Source: an optimization exercise on an open RTL-to-GDS flow (aim: small area). Production flows keep margins and buffers that such runs may drop. Only simulation tests tie the RTL to the original design; equivalence was not proved. Power is estimated from default activity; no workload was simulated.

File: flow/flow/run.sh
#!/bin/bash
# Standard ORFS layout, with two changes to how it is made:
#  - synthesis maps logic with an area-oriented ABC script (flow/abc_area.script,
#    used through ABC_AREA=1 from a copy of the ORFS scripts folder);
#  - port buffers use the smallest buffer, sky130_fd_sc_hd__buf_1.
set -euo pipefail
W=$(pwd)
rm -rf "$W/scripts_own"
mkdir -p "$W/scripts_own"
cp -r "$FLOW_HOME/scripts/." "$W/scripts_own/"
cp "$W/flow/abc_area.script" "$W/scripts_own/abc_area.script"
export SCRIPTS_DIR="$W/scripts_own"
export BUFFER_PORTS_ARGS="-buffer_cell sky130_fd_sc_hd__buf_1"
bash "$W/standard.sh" > "$W/standard_flow.log" 2>&1
File: flow/flow/abc_area.script
strash
&get -n
&dch -f
&nf -R 1000 -p -F 8 -A 4
&put
topo
stime -c
File: flow/standard.sh
#!/bin/bash
# synth_recipe.tcl (not shown) runs the flow's synth.tcl, then flattens the netlist and writes it again
# the make line also repeats each setting of config.mk as NAME=value (left out here)
make -C /OpenROAD-flow-scripts/flow DESIGN_CONFIG=/design/flow/config.mk WORK_HOME=/design/flow/orfs CLKGATE_MAP_FILE= SYNTH_SCRIPT=/design/flow/synth_recipe.tcl "${@:-finish}"
File: flow/config.mk
export PLATFORM = sky130hd
export DESIGN_NAME = matrix2
export DESIGN_NICKNAME = matrix2
export VERILOG_FILES = /design/flow/design.v
export SDC_FILE = /design/flow/constraint.sdc
export NUM_CORES = 4
export LEC_CHECK = 0
export ABC_AREA = 1
export CAP_MARGIN = 20
export CORE_MARGIN = 2
export CORE_UTILIZATION = 40
export CTS_BUF_LIST = sky130_fd_sc_hd__clkbuf_4 sky130_fd_sc_hd__clkbuf_8
export CTS_CLUSTER_SIZE = 30
export SLEW_MARGIN = 20
File: flow/constraint.sdc
create_clock -name core_clock -period 10.0 [get_ports {clk}]
set_input_delay 2.0000 -clock core_clock [delete_from_list [all_inputs] [get_ports {clk}]]
set_output_delay 2.0000 -clock core_clock [all_outputs]
set_load 0.01 [all_outputs]
File: flow/design.v
module matrix2 (clk,reset,segout,scanout);
input clk,reset;
output [7:0] segout;
output [2:0] scanout;
reg [2:0] a;
reg [2:0] s;
reg [6:0] u;
reg p;           
reg [6:0] i;     
wire [7:0] seg;
wire [2:0] scan = s;
wire ta   = a[0] & a[1] & a[2];
wire ts   = ta & s[0] & s[1] & s[2];
wire last = u[6] & u[4] & u[3] & u[2] & u[1] & u[0];
wire wrap = ta & s[1] & last;
wire clr  = wrap | ~reset;
wire step = wrap & ~p;
wire iend = i[6] & i[1];
wire u1 = ts & u[0];
wire u2 = u1 & u[1];
wire u3 = u2 & u[2];
wire u4 = u3 & u[3];
wire u5 = u4 & u[4];
wire u6 = u5 & u[5];
wire i1 = step & i[0];
wire i2 = i1 & i[1];
wire i3 = i2 & i[2];
wire i4 = i3 & i[3];
wire i5 = i4 & i[4];
wire i6 = i5 & i[5];
always @(posedge clk) begin
  a <= {a[2] ^ (a[1] & a[0]), a[1] ^ a[0], ~a[0]} & {3{reset}};
  s <= {s[2] ^ (ta & s[1] & s[0]), s[1] ^ (ta & s[0]), s[0] ^ ta} & {3{~clr}};
  u <= (u ^ {u6, u5, u4, u3, u2, u1, ts}) & {7{~clr}};
  p <= (p ^ wrap) & reset;
  if (!reset)
    i <= 7'd0;
  else if (step & iend)
    i <= 7'd1;
  else
    i <= i ^ {i6, i5, i4, i3, i2, i1, step};
end
  wire n19, n20, n21, n22, n23, n24, n25,
    n26, n27, n28, n29, n30, n31, n32, n33,
    n34, n35, n36, n37, n38, n39, n40, n41,
    n42, n43, n44, n45, n46, n47, n48, n49,
    n50, n51, n52, n53, n54, n55, n56, n57,
    n58, n59, n60, n61, n62, n63, n64, n66,
    n67, n68, n69, n70, n71, n72, n73, n74,
    n75, n76, n77, n78, n79, n80, n81, n82,
    n83, n84, n85, n86, n87, n88, n89, n90,
    n91, n92, n93, n94, n95, n96, n97, n98,
    n99, n100, n101, n102, n103, n104, n105,
    n106, n107, n108, n109, n110, n111, n112,
    n113, n114, n115, n116, n117, n118, n119,
    n120, n121, n122, n123, n124, n125, n126,
    n127, n128, n129, n130, n131, n132, n133,
    n134, n135, n136, n137, n138, n139, n140,
    n141, n142, n143, n144, n145, n146, n147,
    n148, n150, n151, n152, n153, n154, n155,
    n156, n157, n158, n159, n160, n162, n163,
    n164, n165, n166, n167, n168, n169, n170,
    n171, n172, n173, n174, n175, n176, n177,
    n178, n179, n180, n181, n182, n183, n184,
    n185, n186, n187, n188, n190, n191, n192,
    n193, n194, n195, n196, n197, n198, n199,
    n200, n201, n202, n203, n204, n205, n206,
    n207, n208, n209, n210, n211, n212, n213,
    n214, n215, n216, n217, n218, n219, n220,
    n221, n222, n224, n225, n226, n227, n228,
    n229, n230, n231, n232, n233, n234, n235,
    n236, n237, n238, n239, n240, n241, n242,
    n243, n244, n245, n246, n247, n248, n249,
    n250, n251, n252, n254, n255, n256, n257,
    n258, n259, n260, n261, n263, n264, n265,
    n266;
  assign n19 = i[6] & scan[2];
  assign n20 = ~i[1] & ~i[0];
  assign n21 = ~scan[0] & ~n20;
  assign n22 = scan[0] & n20;
  assign n23 = ~n21 & ~n22;
  assign n24 = n19 & n23;
  assign n25 = scan[1] & n24;
  assign n26 = ~i[4] & ~i[3];
  assign n27 = ~i[5] & n26;
  assign n28 = i[1] & i[0];
  assign n29 = ~i[2] & ~n28;
  assign n30 = n27 & n29;
  assign n31 = i[6] & ~n30;
  assign n32 = ~n25 & ~n31;
  assign n33 = ~scan[1] & ~scan[0];
  assign n34 = scan[1] & scan[0];
  assign n35 = ~n33 & ~n34;
  assign n36 = ~n23 & n35;
  assign n37 = n19 & n36;
  assign n38 = n32 & ~n37;
  assign n39 = i[2] & ~n20;
  assign n40 = n27 & ~n39;
  assign n41 = ~scan[0] & ~n26;
  assign n42 = ~i[0] & scan[0];
  assign n43 = i[0] & ~scan[0];
  assign n44 = ~n42 & ~n43;
  assign n45 = i[2] & i[1];
  assign n46 = n26 & n45;
  assign n47 = ~n44 & n46;
  assign n48 = ~n41 & ~n47;
  assign n49 = i[5] & ~n35;
  assign n50 = ~n48 & n49;
  assign n51 = ~n40 & ~n50;
  assign n52 = i[1] & ~scan[1];
  assign n53 = ~n42 & n52;
  assign n54 = n27 & ~n53;
  assign n55 = ~i[5] & ~i[2];
  assign n56 = ~i[4] & n55;
  assign n57 = ~i[1] & scan[1];
  assign n58 = n42 & n57;
  assign n59 = n56 & n58;
  assign n60 = ~n54 & ~n59;
  assign n61 = scan[2] & ~n60;
  assign n62 = ~scan[2] & n60;
  assign n63 = ~n61 & ~n62;
  assign n64 = n51 & n63;
  assign seg[7] = n38 & ~n64;
  assign n66 = ~i[3] & ~i[2];
  assign n67 = ~scan[0] & ~n66;
  assign n68 = i[4] & i[3];
  assign n69 = ~i[2] & ~scan[2];
  assign n70 = i[5] & n69;
  assign n71 = ~n26 & ~n33;
  assign n72 = n20 & ~n71;
  assign n73 = n70 & n72;
  assign n74 = n68 & n73;
  assign n75 = ~scan[2] & ~n57;
  assign n76 = ~n42 & ~n57;
  assign n77 = ~n52 & ~n76;
  assign n78 = ~n53 & ~n77;
  assign n79 = ~n20 & ~n44;
  assign n80 = ~n78 & n79;
  assign n81 = ~n75 & ~n80;
  assign n82 = ~n52 & ~n57;
  assign n83 = n44 & ~n82;
  assign n84 = i[4] & ~i[3];
  assign n85 = ~n83 & n84;
  assign n86 = n81 & n85;
  assign n87 = scan[2] & n22;
  assign n88 = n55 & ~n87;
  assign n89 = n86 & n88;
  assign n90 = n44 & n89;
  assign n91 = ~n74 & ~n90;
  assign n92 = scan[2] & scan[1];
  assign n93 = ~i[5] & n68;
  assign n94 = ~i[5] & i[2];
  assign n95 = i[4] & n94;
  assign n96 = ~n93 & ~n95;
  assign n97 = n92 & ~n96;
  assign n98 = ~n28 & ~n52;
  assign n99 = n84 & n98;
  assign n100 = i[0] & n33;
  assign n101 = n70 & n100;
  assign n102 = n99 & n101;
  assign n103 = i[5] & i[4];
  assign n104 = scan[2] & n103;
  assign n105 = scan[0] & n104;
  assign n106 = ~n102 & ~n105;
  assign n107 = ~n97 & n106;
  assign n108 = n91 & n107;
  assign n109 = ~n67 & ~n108;
  assign n110 = ~i[4] & i[3];
  assign n111 = i[2] & scan[2];
  assign n112 = ~n69 & ~n111;
  assign n113 = ~n77 & n112;
  assign n114 = i[2] & ~scan[2];
  assign n115 = n77 & ~n114;
  assign n116 = i[5] & ~n115;
  assign n117 = ~n113 & n116;
  assign n118 = n83 & n117;
  assign n119 = ~i[5] & n114;
  assign n120 = ~n70 & ~n119;
  assign n121 = i[1] & ~n120;
  assign n122 = n78 & n121;
  assign n123 = ~n118 & ~n122;
  assign n124 = n110 & ~n123;
  assign n125 = n44 & n124;
  assign n126 = ~n109 & ~n125;
  assign n127 = ~i[5] & ~n126;
  assign n128 = i[5] & n92;
  assign n129 = scan[0] & n26;
  assign n130 = ~n45 & n129;
  assign n131 = n128 & n130;
  assign n132 = n38 & ~n131;
  assign n133 = ~n127 & n132;
  assign n134 = n81 & n117;
  assign n135 = n110 & n134;
  assign n136 = n35 & n70;
  assign n137 = ~n34 & ~n43;
  assign n138 = n119 & n137;
  assign n139 = ~n136 & ~n138;
  assign n140 = ~i[1] & n110;
  assign n141 = n119 & n140;
  assign n142 = i[0] & n141;
  assign n143 = n51 & ~n142;
  assign n144 = ~n139 & ~n143;
  assign n145 = ~n33 & n104;
  assign n146 = ~n144 & ~n145;
  assign n147 = ~n135 & n146;
  assign n148 = n91 & n147;
  assign seg[6] = n133 & n148;
  assign n150 = n48 & n128;
  assign n151 = ~n31 & ~n150;
  assign n152 = ~scan[1] & n142;
  assign n153 = ~scan[2] & ~scan[1];
  assign n154 = n28 & n153;
  assign n155 = n40 & n154;
  assign n156 = ~n37 & ~n155;
  assign n157 = ~n152 & n156;
  assign n158 = n151 & n157;
  assign n159 = ~n89 & n158;
  assign n160 = ~n124 & n159;
  assign seg[5] = n108 & n160;
  assign n162 = n68 & n117;
  assign n163 = i[1] & n84;
  assign n164 = ~n26 & ~n42;
  assign n165 = ~n163 & ~n164;
  assign n166 = i[5] & ~i[2];
  assign n167 = ~n165 & n166;
  assign n168 = i[3] & ~i[1];
  assign n169 = ~n42 & ~n168;
  assign n170 = n95 & n169;
  assign n171 = ~i[6] & i[1];
  assign n172 = ~scan[0] & n171;
  assign n173 = n56 & n172;
  assign n174 = ~n170 & ~n173;
  assign n175 = ~n167 & n174;
  assign n176 = scan[0] & ~n66;
  assign n177 = n28 & ~n176;
  assign n178 = n153 & ~n177;
  assign n179 = ~n175 & n178;
  assign n180 = ~n73 & ~n141;
  assign n181 = n137 & ~n180;
  assign n182 = ~n56 & ~n95;
  assign n183 = i[3] & n154;
  assign n184 = ~n182 & n183;
  assign n185 = ~n24 & ~n184;
  assign n186 = ~n181 & n185;
  assign n187 = ~n179 & n186;
  assign n188 = ~n162 & n187;
  assign seg[4] = n133 & n188;
  assign n190 = n42 & n141;
  assign n191 = ~n163 & ~n190;
  assign n192 = ~n139 & ~n191;
  assign n193 = i[2] & ~n42;
  assign n194 = n26 & ~n193;
  assign n195 = n128 & ~n194;
  assign n196 = ~n74 & ~n195;
  assign n197 = n32 & n196;
  assign n198 = ~n192 & n197;
  assign n199 = ~n28 & n111;
  assign n200 = ~n21 & n199;
  assign n201 = ~i[1] & scan[0];
  assign n202 = n69 & n201;
  assign n203 = ~n200 & ~n202;
  assign n204 = ~scan[1] & ~n203;
  assign n205 = scan[2] & n52;
  assign n206 = ~i[2] & n205;
  assign n207 = ~n42 & n206;
  assign n208 = scan[1] & ~n20;
  assign n209 = n69 & n208;
  assign n210 = i[1] & n43;
  assign n211 = n209 & ~n210;
  assign n212 = ~n207 & ~n211;
  assign n213 = ~n204 & n212;
  assign n214 = i[5] & n26;
  assign n215 = ~n213 & n214;
  assign n216 = ~i[2] & n44;
  assign n217 = n93 & n216;
  assign n218 = ~scan[2] & n57;
  assign n219 = n217 & n218;
  assign n220 = ~n184 & ~n219;
  assign n221 = ~scan[0] & ~n220;
  assign n222 = ~n215 & ~n221;
  assign seg[3] = n198 & n222;
  assign n224 = scan[1] & ~n166;
  assign n225 = ~scan[1] & ~n94;
  assign n226 = n28 & ~n225;
  assign n227 = ~n224 & n226;
  assign n228 = ~n134 & ~n227;
  assign n229 = ~scan[2] & n84;
  assign n230 = ~n228 & n229;
  assign n231 = ~n44 & ~n137;
  assign n232 = n215 & n231;
  assign n233 = scan[0] & n150;
  assign n234 = n38 & ~n233;
  assign n235 = ~n66 & n145;
  assign n236 = i[5] & ~i[3];
  assign n237 = n199 & n236;
  assign n238 = ~n235 & ~n237;
  assign n239 = ~i[4] & ~n36;
  assign n240 = n99 & ~n100;
  assign n241 = ~n239 & ~n240;
  assign n242 = ~n238 & n241;
  assign n243 = i[2] & n23;
  assign n244 = ~i[5] & ~n243;
  assign n245 = n68 & n92;
  assign n246 = ~n244 & n245;
  assign n247 = n205 & n217;
  assign n248 = ~n219 & ~n247;
  assign n249 = ~n246 & n248;
  assign n250 = ~n242 & n249;
  assign n251 = n234 & n250;
  assign n252 = ~n232 & n251;
  assign seg[2] = ~n230 & n252;
  assign n254 = n86 & n117;
  assign n255 = ~n45 & n78;
  assign n256 = ~n58 & n93;
  assign n257 = ~n255 & n256;
  assign n258 = n202 & n257;
  assign n259 = n32 & ~n131;
  assign n260 = n249 & n259;
  assign n261 = ~n258 & n260;
  assign seg[1] = ~n254 & n261;
  assign n263 = ~n52 & n111;
  assign n264 = ~n206 & ~n263;
  assign n265 = ~n209 & n264;
  assign n266 = n257 & ~n265;
  assign seg[0] = n151 & ~n266;
assign scanout = scan;
assign segout = seg;
endmodule
==> results of run 1 <==
## placed cells by master (no fill, tap or decap), types with 2 or more instances in the layout
cell / netlist / routed
a31oi_1: 4 / 4
buf_1: 0 / 12
nand4_1: 4 / 4
o221ai_1: 2 / 2
dfxtp_1: 21 / 21
or3_1: 2 / 2
o22ai_1: 3 / 3
a21oi_1: 12 / 12
nand2b_1: 5 / 5
nand2_1: 19 / 19
nor4_1: 4 / 4
and3_1: 8 / 8
a2111oi_0: 2 / 2
and2_0: 3 / 3
xnor2_1: 3 / 3
o21ai_0: 10 / 9
nor3_1: 6 / 6
clkbuf_8: 0 / 3
o211ai_1: 3 / 3
nor2_1: 20 / 20
nand3_1: 15 / 15
ha_1: 29 / 29
nor3b_1: 4 / 4
nor2b_1: 13 / 13
a21boi_0: 2 / 2
clkinv_1: 11 / 11
## layout make-up
type	instances	area [um^2]	share of cell area, %
Clock buffer	3	41.29	2.157
Clock inverter	1	5.005	0.2614
Inverter	11	41.29	2.157
Multi-Input combinational cell	191	1296	67.71
Sequential cell	21	420.4	21.96
Tap cell	52	65.06	3.399
Timing Repair Buffer	12	45.04	2.353
## metrics by stage
stage | power (uW) | cell area [um^2] | setup slack (ps) | utilization [%] | cells
global route | 147.7 | 1914 | 3849 | 44.58 | 291
global placement | 90.23 | 1868 | 4898 | 43.50 | 287
finish | 141.5 | 1914 | 4268 | 44.58 | 291
CTS | 144.9 | 1914 | 4373 | 44.58 | 291
floorplan | 88.95 | 1758 | 5266 | - | 223
detailed placement | 90.26 | 1868 | 4671 | 43.50 | 287
## flip-flops by register name, summed over array words and instances, names as in the netlist
name,flops
i,7
a,3
p,1
u,7
s,3
## power by group through the flow
stage               combinational [uW]  clock (uW)  sequential, uW
floorplan                         2.03           0            86.9
CTS                               3.28        56.5            85.0
detailed placement                3.24           0            87.0
finish                            3.21        53.2            85.1
global placement                  3.21           0            87.0
global route                      3.74        58.9            85.1
## metal layers
layer  GRT usage, %  up-vias  share of wire, %
met2          30.92      130                43
met4          10.68        0               3.5
met5              0        -                 0
met3          3.896       22                10
li1               -      861                 -
met1          27.64      818                43
## cells by family after synthesis
logic type,synth area share (%)
AOI/OAI and AO/OA,19.29
muxes,0.5694
adders and majority gates,20.64
and+or+nand+nor,31.25
DFF,23.91
buffers and inverters,2.349
xor gates and xnor gates,1.993
## synth_stat cells, drive strengths merged, types with 4 or more instances
cell type and count:
a21oi 12, a31oi 4, and3 8, clkinv 11
dfxtp 21, ha 29, nand2 19, nand2b 5
nand3 15, nand4 4, nor2 20, nor2b 13
nor3 6, nor3b 4, nor4 4, o21ai 10
## critical path: cells and delay by family (launching register included)
kind                       cells  cell delay (ps)
AOI/OAI and AO/OA              7             1750
adders and majority gates      1              300
buffers and inverters          2              430
DFF                            1              690
and+or+nand+nor                3              300
## worst min-delay path by stage
stage / from / to / slack (ps) / cells past startpoint
2_1_floorplan: a[0] / a[0] / 400 / 1
3_3_place_gp: a[0] / a[0] / 420 / 1
3_5_place_dp: a[0] / a[0] / 420 / 1
4_1_cts: a[0] / a[0] / 430 / 1
5_1_grt: a[0] / a[0] / 440 / 1
6_report: a[0] / a[0] / 420 / 1
==> summary.md, run 1 <==
| Metric | Value |
|---|---|
| Total CTS buffers | 3 |
| CTS tree | yes |
| Largest net degree at the start of global routing | 22 |
| Die width | between 70 and 80 um |
| Overflow after GRT | 0 |
| I/O pin total | 13 |
| Drt first pass iters | 7 |
| Outcome | finished clean |
| Worst slew margin | 51.21% |
| Die footprint | about 4900 um^2 |
| Final period util | 57.32% |
| ANT cells | 0 |
| Combinational power share | roughly 2.3% |
| HPWL Detailed | around 3600 um |
| IO Port Bufs | 12 |
| Layout cells sized above 1 | 1.674% |
| Clock root buffer | clkbuf_8 |
| Main synth FF type | dfxtp_1 |
| Crit path time final | 5732 ps |
| Crit path max-delay cell type | dfxtp_1 |
| Max Slew Vio Count | 0 |
| Post-CTS Hold Fix Bufs | 0 |
| Total Nets Final | 271 |
| Syn_nets | 254 |
| Cell Area, Synth | roughly 1800 um^2 |
| Sequential area share after synthesis | between 20% and 30% |
| CP startpoint | s[1] |
| FILL cells | 433 |
| Initial DRC count | 326 |
| Crit-path max cell delay | 690 ps |
| R2R Path End | u[5] |
| Crit-path cells | clkinv_1 -> ha_1 -> o31ai_1 -> o32a_1 -> nand2_1 -> a2111oi_0 -> a21oi_1 -> o211ai_1 -> o21ai_0 -> a21oi_1 -> nor3b_1 -> nor3b_1 -> buf_1 |
| Antenna Nets Post-Route | 0 |
| Seq pwr share | between 60% and 70% |
| Arrival time worst endpoint | roughly 3700 ps |
| Worst clock skew | around 5 ps |
| MaxCap Viol Count | 0 |
| Synth cell types | 42 |
| Crit path to | segout[6] |
| Number of gates resized after cts | 0 |
| TNS Setup | 0 ps |
| Worst hold path type | reg -> reg |
| Area growth syn-to-layout | 8.897% |
| Global-route wire length before repair | between 8000 and 9000 um |
| Switching share of power | around a fifth |
| Psw | ~28 uW |
| Clock power frac | 37.6% |
| Top-area cell type share of the netlist area | 23.91% |
| FMAX | 174.5 MHz |
| Final hold vios | 0 |
| Reg2Reg Depth | 12 |
| Vias in the first global route | between 1500 and 2000 |
| Sink Count | 21 |
| CTS clk-pin slew, worst paths | about 70 ps |
| Setup repair bufs after CTS | 0 |
| WHS | 422.7 ps |
| Core area | 4294 um^2 |
| Final Setup Violations | 0 |
| Data required time of the worst path | 8000 ps |
| Level count of the clock H-tree | 1 |
| Async set-reset flop share out of synthesis | 0% |
| Post-synth EDFFs | 0 |
| Int Pwr | around 110 uW |
| Power per Cell Area | 73.91 nW/um^2 |
| Initial Util | ~41% |
| Slew @ Worst Pin | 730.9 ps |
| Reg2Reg Setup Slack | 7330 ps |
| Leak | between 0.0008 and 0.0009 uW |
| FF+latch count, synth | 21 |
| Crit path launch type | register |
| Via density per instance | approximately 6.3 |
| DR vias | 1831 |
| Worst Path Class, Setup | reg -> out |
| Rows | 24 |
| Gpl congestion | 0.9942 |
| R2r startpoint | a[0] |
| Post-Synthesis Cells | 223 |
| Maximum clock insertion buffer count | 2 |
| Die height | 70.30 um |
| Area leader, netlist | dfxtp_1 |
| CP endpoint kind | output port |
| Yosys warnings | 1 |
| Maximum VDD drop | approximately 0.072 mV |
| Total global routing track utilization | 20.53% |
| Mean Syn Cell Area | slightly below 8 um^2 |
| Initial antenna violation count | 0 |
| Worst Path Max Fanout | 15 |
| Top post-synthesis cells by area | dfxtp_1, ha_1, nor2b_1 |
| Final WL | 4827 um |
| Wire length per cell | about 17 um |
| Remaining DRCs | 0 |
| Clock latency (worst-skew pair) | between 200 and 300 ps |
| RSZ-0062 raised after global routing | false |
==> run 2: changes to the inputs <==
==> flow/run.sh (new file) <==
#!/bin/bash
# synth_recipe.tcl (not shown) runs the flow's synth.tcl, then flattens the netlist and writes it again
# the make line also repeats each setting of config.mk as NAME=value (left out here)
make -C /OpenROAD-flow-scripts/flow DESIGN_CONFIG=/design/flow/config.mk WORK_HOME=/design/flow/orfs CLKGATE_MAP_FILE= SYNTH_SCRIPT=/design/flow/synth_recipe.tcl finish
--- a/flow/config.mk
+++ b/flow/config.mk
@@ -6,5 +6,4 @@
 export NUM_CORES = 4
 export LEC_CHECK = 0
-export ABC_AREA = 1
 export CAP_MARGIN = 20
 export CORE_MARGIN = 2
removed: flow/flow/run.sh
removed: flow/flow/abc_area.script
removed: flow/standard.sh
==> run 2 against run 1 <==
- still clean
- non-clock buffer count up 1
- utilization up 1.8 points
- area after synthesis up 15%
- clock power up 8.6%
- clock-buffer cell count up 1
- hold slack better by 2.6 ps
- die area up 14%
- fmax up 4.0%
- flip-flop and latch count unchanged
- global-route usage up 0.68 points
- sequential power about the same
- final area up 16%
- critical endpoint unchanged
==> summary.md, run 2 <==
| Metric | Value |
|---|---|
| Area leader, netlist | dfxtp_1 |
| Number of gates resized after cts | 0 |
| Cell Area, Synth | 2019 um^2 |
| Total power | 146.5 uW |
| Slew @ Worst Pin | ~710 ps |
| Synth cell types | 60 |
| CTS tree | yes |
| Count leader, synth | ha_1 |
| Clock root buffer | clkbuf_8 |
| Rows | 25 |
| Worst Path Max Fanout | 18 |
| Total CTS buffers | 3 |
| ANT cells | 0 |
| Top Family by Delay on Critical Path | compound AO/OA/AOI/OAI gates |
| R2R Path End | u[6] |
| Final WL | 5619 um |
| Worst Path Class, Setup | reg -> out |
| Maximum clock insertion buffer count | 2 |
| Layout cells sized above 1 | just over 7% |
| Clock latency (worst-skew pair) | 260 ps |
| Overflow after GRT | 0 |
| Crit path max-delay cell type | dfxtp_1 |
| Main synth FF type | dfxtp_1 |
| Hold Path Sink | a[0] |
| Power per Cell Area | roughly 66 nW/um^2 |
| Die footprint | 5633 um^2 |
| Post-route insts no fill | 321 |
| CTS clk-pin slew, worst paths | about 70 ps |
| WHS Path Cells | 1 |
| Synth cell count leaders | ha_1, dfxtp_1, nor2_1 |
| Drt first pass iters | 7 |
| Area growth syn-to-layout | 9.913% |
| Final period util | approximately 55% |
| Syn_nets | 281 |
| FF+latch count, synth | 21 |
| Global-route wire length before repair | 9052 um |
| Worst path bufs/invs | 2 |
| Crit path launch type | register |
| Placed cell count | approximately 320 |
| Data required time of the worst path | 8000 ps |
| FMAX | 181.5 MHz |
| Yosys warnings | 1 |
| Initial DRC count | about 390 |
| Antenna Nets Post-Route | 0 |
| Worst slew margin | 52.51% |
| Max Slew Vio Count | 0 |
| Post-Synthesis Cells | 250 |
| Most common cell after layout, fill and taps aside | ha_1 |
| MaxCap Viol Count | 0 |
| Post-Route M1 WL | 2416 um |
| Most frequent cells in the layout | ha_1, dfxtp_1, nor2_1, and2_1, nand2_1 |
| Wire length per cell | between 15 and 20 um |
| Final Setup Violations | 0 |
| Vias in the first global route | 1859 |
| Async set-reset flop share out of synthesis | 0% |
| Met3 wire length | about 550 um |
| Crit-path cells | inv_1 -> ha_1 -> and2_1 -> o221ai_1 -> o21ai_0 -> a311o_1 -> a2111oi_2 -> clkdlybuf4s50_1 |
| Final hold vios | 0 |
| Regs by FF count | i: 7 flops, u: 7 flops |
| Arrival time worst endpoint | between 3000 and 4000 ps |
| Total global routing track utilization | 21.22% |
| Initial antenna violation count | 0 |
| Level count of the clock H-tree | 1 |
| Crit-path max cell delay | approximately 780 ps |
| Top-area cell type share of the netlist area | 20.82% |
| Gpl congestion | 0.9731 |
| Post-CTS Hold Fix Bufs | 0 |
| TNS Setup | 0 ps |
| Top routing layer used | met4 |
| Mean Syn Cell Area | 8.078 um^2 |
| Reg2Reg Setup Slack | 7300 ps |
| Core area | 4786 um^2 |
| Via density per instance | 6.352 |
| Worst clock skew | between 5 and 6 ps |
| Crit path time final | 5511 ps |
| Total Nets Final | 286 |
| Die height | 75.06 um |
| RSZ-0062 raised after global routing | false |
| Post-synth EDFFs | 0 |
| HPWL Detailed | between 4000 and 5000 um |
| Worst hold path type | reg -> reg |
| Leak | slightly above 0.0009 uW |
| Sequential area share after synthesis | 20.82% |
| I/O pin total | 13 |
| DR vias | roughly 2000 |
| Outcome | finished clean |
| Die width | 75.06 um |
| FILL cells | around 470 |
| R2r startpoint | a[0] |
| CP endpoint kind | output port |
| IO Port Bufs | 12 |
| Top post-synthesis cells by area | dfxtp_1, ha_1, and2_1 |
| Setup repair bufs after CTS | 0 |
| Min-delay src | a[0] |
| Sink Count | 21 |
| Maximum VDD drop | 0.09799 mV |
| Remaining DRCs | 0 |
| Reg2Reg Depth | 13 |
| Largest net degree at the start of global routing | 23 |
| Initial Util | between 40% and 50% |
| Met2 wire len | 2400 um |
==> run 2: routing by layer <==
layer	global-route usage, %	vias up
li1	-	937
met2	31.38	161
met5	0	-
met1	28.58	906
met4	13.49	0
met3	3.347	35
==> run 2: cells by family after synthesis <==
kind of cell	after synthesis	synth area share (%)
buffers and inverters	25	5.204
adders and majority gates	29	17.97
AOI/OAI and AO/OA	59	21.38
xor gates and xnor gates	5	2.169
DFF	21	20.82
muxes	3	1.487
and+or+nand+nor	108	30.98
==> run 2: through the flow <==
step	utilization [%]	hold WS, ps	setup WS (ps)	instance area [um^2]
finish	46.38	425.3	4489	2220
global route	46.38	453.1	4275	2220
CTS	46.38	426.4	4513	2220
detailed placement	45.36	415.3	4820	2171
global placement	45.36	414.4	4806	2171
floorplan	-	398.4	5812	2019
==> run 2: area by class of cell <==
cell class | instances | area, um^2 | area share, %
multi-input cells | 204 | 1494 | 67.31
well taps | 67 | 83.83 | 3.777
repair buffers | 13 | 127.6 | 5.750
flip-flops and latches | 21 | 420.4 | 18.94
clock buffers | 4 | 48.80 | 2.198
inverters | 12 | 45.04 | 2.029
==> run 2: how the worst max path moves through the flow <==
stage / start / endpoint / slack (ps) / cells after the start
2_1_floorplan: s[0] / segout[3] / 5810 / 7
3_3_place_gp: s[2] / segout[6] / 4810 / 8
3_5_place_dp: s[2] / segout[6] / 4820 / 8
5_1_grt: s[2] / segout[6] / 4270 / 8
4_1_cts: s[2] / segout[6] / 4510 / 8
6_report: s[2] / segout[6] / 4490 / 8
==> run 2: report_power, final <==
group,leakage (uW),internal (uW),total [uW],switching (uW)
combinational,0.000728,1.67,3.65,1.98
sequential,0.000170,84.6,85.1,0.489
clock,0.0000262,31.1,57.8,26.6

static timing again, ports no longer ideal:
How much do the figures lean on ideal ports? The routed layouts below were timed once more, with nothing changed but the port constraints.
Step 1, drivers: a clkbuf_16 drives clk and a buf_2 each remaining input, both assumed.
Step 2 times the ports against the registers' clock, not the clock port: input delays grow and output delays shrink by t, the midpoint of the rising clock arrivals with the driver on.
Slacks: ideal / step 1 / step 2; pairs: ideal / step 1.
run	shift t [ns]	slack for setup (ns)	worst setup path at the end	worst data-port slew with drivers (ns)
run 1	0.277	4.268 / 4.244 / 4.520	register to output	0.03
run 2	0.282	4.489 / 4.467 / 4.750	register to output	0.03
After both steps every run listed still meets setup and hold.
